Context: an optimization exercise on an open-source flow, tuned for small area and a short achievable clock period. The choices shown serve that exercise and are no tape-out recipe.
No run shown here included a check of the RTL's function; only the layout flow was run.
Power figures rest on the tool's default switching activity, not on a simulated workload.

## flow/design.v (module list and top-level ports; edited modules follow where they fit)
// module ksa_inv: 5 lines
// module ksa_nand2: 5 lines
// module ksa_nor2: 5 lines
// module ksa_nand3: 5 lines
// module ksa_nand4: 5 lines
// module ksa_and2: 5 lines
// module ksa_and3: 5 lines
// module ksa_and4: 5 lines
// module ksa_xor2: 5 lines
// module ksa_xnor2: 5 lines
// module ksa_aoi21: 5 lines
// module ksa_a21boi: 5 lines
// module ksa_oai21: 5 lines
// module ksa_fa: 7 lines
// module ksa_ha: 6 lines
// module VKSA_blocks: 263 lines
// module VKSA_256: 1709 lines
// module VKSA_256_top: 21 lines
module VKSA_256_top (in_clk, in_A, in_B, in_CI, out_S, out_CO);
  // ...
==> flow/flow/run.sh <==
#!/bin/bash
# Standard synthesis and layout, with plain minimum-size buffers on the ports
# (buffer_ports would otherwise pick clkdlybuf4s50_1, a slow delay cell), and
# with every gate reset to its smallest drive strength after global placement
# (flow/downsize.tcl), so that timing repair upsizes only what it needs.
set -euo pipefail
bash standard.sh synth > synth.log 2>&1
bash standard.sh "BUFFER_PORTS_ARGS=-buffer_cell sky130_fd_sc_hd__buf_1" \
  "POST_GLOBAL_PLACE_TCL=$PWD/flow/downsize.tcl" finish > layout.log 2>&1
==> flow/flow/downsize.tcl <==
# Start timing repair from minimum-size gates: every combinational cell that
# synthesis mapped to a larger drive strength is swapped for the smallest cell
# of the same function (same name but for the drive-strength suffix). The
# resizer then upsizes only the gates that timing needs.
set n 0
set saved 0.0
foreach inst [get_cells *] {
  set lc [get_lib_cells -of_objects $inst]
  if {$lc eq "" || $lc eq "NULL"} { continue }
  set name [get_name $lc]
  if {![regexp {^(sky130_fd_sc_hd__[a-z0-9]+)_([0-9]+)$} $name -> base drive]} { continue }
  if {[string match "*df*" $base] || [string match "*clk*" $base] || [string match "*tap*" $base]} { continue }
  set best $name
  set best_area [get_property $lc area]
  foreach cand [get_lib_cells ${base}_*] {
    set cname [get_name $cand]
    if {![regexp "^${base}_\[0-9\]+\$" $cname]} { continue }
    if {[get_property $cand dont_use]} { continue }
    set a [get_property $cand area]
    if {$a < $best_area} { set best $cname; set best_area $a }
  }
  if {$best ne $name} {
    set saved [expr {$saved + [get_property $lc area] - $best_area}]
    replace_cell $inst [get_lib_cells $best]
    incr n
  }
}
puts "downsize.tcl: downsized $n cells, [format %.1f $saved] um2"
==> flow/standard.sh <==
#!/bin/bash
# synth_recipe.tcl (not shown) runs the flow's synth.tcl, then flattens the netlist and writes it again
# the make line also repeats each setting of config.mk as NAME=value (left out here)
make -C /OpenROAD-flow-scripts/flow DESIGN_CONFIG=/design/flow/config.mk WORK_HOME=/design/flow/orfs CLKGATE_MAP_FILE= SYNTH_SCRIPT=/design/flow/synth_recipe.tcl "${@:-finish}"
==> flow/config.mk <==
export PLATFORM = sky130hd
export DESIGN_NAME = VKSA_256_top
export DESIGN_NICKNAME = VKSA_256_top
export VERILOG_FILES = /design/flow/design.v
export SDC_FILE = /design/flow/constraint.sdc
export NUM_CORES = 4
export LEC_CHECK = 0
export CAP_MARGIN = 20
export CORE_AREA = 17 17 227 227
export CTS_CLUSTER_DIAMETER = 120
export CTS_CLUSTER_SIZE = 24
export DIE_AREA = 0 0 244 244
export PLACE_DENSITY = 0.5
export SETUP_SLACK_MARGIN = 3.25
export SLEW_MARGIN = 20
export SYNTH_HIERARCHICAL = 1
export TNS_END_PERCENT = 5
==> flow/constraint.sdc <==
create_clock -name core_clock -period 5.5 [get_ports {in_clk}]
set_input_delay 1.1000 -clock core_clock [delete_from_list [all_inputs] [get_ports {in_clk}]]
set_output_delay 1.1000 -clock core_clock [all_outputs]
set_load 0.01 [all_outputs]
==> run notes, run 1 <==
- Root buffer cell: clkbuf_16
- Regs by FF count: out_S (256), r_bs (256), r_bg (65)
- Area Growth Syn to Fin: 24.79%
- Initial antenna violation count: 9
- Final ANT Viol Nets: 0
- Async SR Flop Fraction: 0%
- Register area: 11690 um^2
- Clock-cell share: 2.723%
- First-pass GRT wire length: 111500 um
- Net Switching: 0.003247 W
- Status: complete, no violations
- Min-Delay Path Depth: 0
- Synth warn: 7
- Worst slew pin tran: 0.4811 ns
- Highest Signal Layer: met5
- Worst Setup SP: r_bs[12]
- Simple-Gate Fraction of Synth Area: 8.531%
- Clk slew on worst S/H paths: 0.09 ns
- Levels on crit path: 14
- Final number of setup-violating endpoints: 0
- Endpoints failing hold: 0
- Met2 Resource Use GR: 46.69%
- Vias: 15675
- Largest net degree at the start of global routing: 25
- Largest delay share family, worst path: compound AO/OA/AOI/OAI gates
==> run 2, diff against run 1 <==
--- a/flow/config.mk
+++ b/flow/config.mk
@@ -12,5 +12,5 @@
 export DIE_AREA = 0 0 244 244
 export PLACE_DENSITY = 0.5
-export SETUP_SLACK_MARGIN = 3.25
+export SETUP_SLACK_MARGIN = 3.2
 export SLEW_MARGIN = 20
 export SYNTH_HIERARCHICAL = 1
==> run 2 against run 1 <==
Against the previous run: still clean; global-route usage about the same; area after synthesis unchanged; clock skew up 0.0018 ns; total power about the same; sequential share of layout area about the same; fmax down 0.44%; setup slack worse by 0.011 ns; combinational power about the same; synthesized cell count unchanged; die area unchanged.
==> run notes, run 2 <==
- Count of final max-slew check failures: 0
- Register area: 11690 um^2 (about the same)
- Leak pwr: 11.48 nW
- Number of global-route vias before repair: 16432
- Total Routed Length: 78410 um
- Fillers: 3706
- Ys flop type: dfxtp_1
- Tcrit/Tclk final: 44.86%
- Flop pwr share: 55.5%
- Async SR Flop Fraction: 0% (unchanged)
- Clk slew on worst S/H paths: 0.10 ns (about the same)
- #FFs+latches synth: 578
- Row count: 76
- Clk pwr share: 21.6%
- DIE WIDTH: 244 um
- Syn avg cell area: 12.13 um^2
- Reg2reg setup slack: 3.03 ns
- RR Startpoint: r_bs[3]
- Initial antenna violation count: 8 (-1)
- Final number of setup-violating endpoints: 0 (unchanged)
- CTS sink cnt: 578
- Hpwl dp: 68840 um
- Layout Nets: 3449
- Latest clock arrival within the worst-skew pair: 0.59 ns
- Switch share: 32.00%
- Area contributors post-synth: dfxtp_1 53%, fa_1 17%, xor2_1 6.3%
- Initial core utilization: 50.70%
- EDFF count, synth: 0
- R2R Path End: out_S[162]
- Worst slew pin tran: 0.4613 ns (-0.01981 ns)
- Total power draw: 0.01013 W
- CTS Buf Count: 28
- Net Switching: 0.003243 W (-0.13%)
- Combinational share of power: 22.9%
- Clk buf depth: 3
- Layout cells sized above 1: 10.82%
- Fmax: 405.3 MHz
- Setup crit start kind: register
- Pint: 0.006890 W
- Commonest non-fill, non-tap cell in the layout: buf_1
- Post-synth net total: 2583
- Mapped Area: 21980 um^2
- Clock period minus worst slack: 2.467 ns
- IO Count: 771
- Dpl cells: 3165
- Critical Path Sink Type: register
- Worst Slack Setup Final: 3.033 ns
- WL/cell: 23.99 um
- Hold Buf Count CTS: 0
- R2r worst-path depth: 14
- Non-Filler Instances: 3269
- First-pass detailed-route iteration total: 7
- Pre-CTS setup slack: 0.3780 ns
- Worst-case hold path end point: out_S[1]
- First-pass GRT wire length: 111500 um (unchanged)
- Final ANT Viol Nets: 0 (unchanged)
- CTS tree: done
- Crit Path Category: register to register
- Slew headroom: 69.37%
- Skew final: 0.02744 ns
- Core Area: 43360 um^2
- Regs by FF count: out_S (256), r_bs (256), r_bg (65)
- Critical path arrival: 2.95 ns
- RSZ-0062 raised after global routing: true
- Via density: 4.779
- Most frequent cells in the layout: 770 x buf_1, 510 x dfxtp_1, 192 x fa_1
- Gr usage total: 24.72%
- Area leader, netlist: dfxtp_1
- Mapped Cells: 1813
- Multi-input logic area: 10190 um^2
- Maximum vdd ir drop: 207.6 uV
- Root buffer cell: clkbuf_16
- Hold_sp: r_bs[1]
- Endpoints failing hold: 0 (unchanged)
- Status: complete, no violations
- Total gr overflow: 0
- Die Height: 244 um
- Hold crit path type: register to register
- Crit path max fanout: 6
- Cell Pwr Density: 369.7 nW/um^2
- Initial DRC Count: 719
- Area Growth Syn to Fin: 24.65%
- CP Data Required Time: 5.99 ns
- Synth warn: 7 (unchanged)
- Synth top cells by count: 578 x dfxtp_1, 192 x fa_1, 173 x nor2_1
- Largest net degree at the start of global routing: 25 (unchanged)
- Min-Delay Path Depth: 0 (unchanged)
- Fin Setup TNS: 0 ns
- Sequential fraction of the synthesis area: 52.63%
- H-Tree Level Count: 1
- Netlist cell types: 13
- # port buffers: 770
- Die area: 59540 um^2
- Vias: 15623 (-0.33%)
- Synth top area share: 52.63%
- DRC Markers: 0
- MaxCap Viol Count: 0
- Top-count cell post-synth: dfxtp_1
==> run 2: cell counts after synthesis <==
No cell type changed its count.
==> run 2: layout make-up <==
cell class / instances / area share (%)
clock inverters: 2 / 0.1689
well taps: 585 / 2.671
inverters: 153 / 2.123
flip-flops and latches: 578 / 42.65
multi-input cells: 1079 / 37.18
repair buffers: 839 / 12.61
diodes: 5 / 0.04566
clock buffers: 28 / 2.557
==> run 2: power by group through the flow <==
stage | logic [W] | registers [W] | clock network (W)
floorplan | 0.000807 | 0.00578 | 0
global placement | 0.00221 | 0.00570 | 0
detailed placement | 0.00216 | 0.00569 | 0
CTS | 0.00229 | 0.00560 | 0.00224
global route | 0.00254 | 0.00571 | 0.00239
finish | 0.00232 | 0.00562 | 0.00219
==> run 2: cell families (layout without fill, tap and decap cells) <==
logic type / after synthesis / count (layout) / synth area share (%)
simple gates: 426 / 426 / 8.531
flops: 578 / 578 / 52.63
fa+ha+maj: 256 / 256 / 21.13
other cells: 0 / 5 / 0
xor+xnor: 253 / 253 / 10.08
compound gates: 144 / 144 / 4.917
buf+inv: 156 / 1022 / 2.715
==> run 2: worst max-delay path: stages, from the launching register on <==
cell and delay (ns):
dfxtp_2 0.35, nand4_1 0.11, inv_2 0.09, a21oi_4 0.06, o21ai_4 0.21, a21oi_4 0.10, o21ai_4 0.26, a21oi_4 0.11
buf_4 0.17, buf_12 0.15, buf_4 0.14, o21ai_4 0.18, buf_4 0.17, nand4_1 0.10, xnor2_1 0.14
==> run 2: timing repair <==
action,CTS,global route
buffers inserted,28,40
pin swaps,41,34
setup endpoints to repair,286,268
gates resized for setup,135,125
hold endpoints to repair,0,0
gates cloned,0,1
==> run 2: worst max path at each step <==
stage	start	to	slack (ns)	cells after the start
finish	r_bs[3]	out_S[162]	3.03	14
global route	r_bs[27]	out_S[172]	2.89	14
CTS	r_bs[11]	out_S[158]	3.04	14
detailed placement	r_bs[4]	out_S[228]	0.38	13
global placement	r_bs[3]	out_S[228]	2.01	13
floorplan	r_bs[3]	out_S[198]	2.71	13
==> run 2: per-module statistics from Yosys (local to each module, per instance), excerpt <==
module | cell area (um^2) | flops+latches
ksa_fa | 20.02 | 0
VKSA_256 | 22.52 | 0
ksa_nand2 | 3.754 | 0
ksa_nand3 | 5.005 | 0
ksa_nor2 | 3.754 | 0
ksa_xnor2 | 8.758 | 0
VKSA_256_top | 11570 | 578
ksa_nand4 | 6.256 | 0
ksa_aoi21 | 8.758 | 0
==> run 2: per-layer routing <==
layer  track usage (%)  share of wire [%]  vias up
li1                  -                  -     7487
met1             27.02                 37     7551
met2             46.68                 53      503
met3             7.501                7.7       78
met4             4.943                2.3        4
met5                 0              0.034        -
==> run 2: through the flow <==
stage	cell area, um^2	hold WS, ns	util, %
after floorplan	22090	0.3916	-
after global placement	25690	0.3103	59.26
after detailed placement	25230	0.3144	58.19
after CTS	26750	0.3319	61.70
after global routing	27400	0.3329	63.19
final	27410	0.3309	63.20

## re-timing with driven ports
The results above use ideal ports. As a check the final layouts listed here were re-extracted and re-timed, cells and wires unchanged. Step 1 assumes that a clkbuf_16 drives the clock port and a buf_2 every other input. Step 2 also shifts input and output timing later by t, the mid clock arrival at the registers, as if the neighbouring blocks saw the same clock. a / b / c = no drivers / after step 1 / after step 2; a / b = the first two.
| run | t, ns | setup slack, ns | worst setup path at the end |
|---|---|---|---|
| run 1 | 0.635 | 3.043 / 3.034 / 2.609 | input to register |
| run 2 | 0.637 | 3.033 / 3.029 / 2.607 | input to register |
After both steps every run listed still meets setup and hold. For run 1, which loses most, drivers alone change the setup slack by -0.009 ns; drivers and shift together by -0.434 ns.
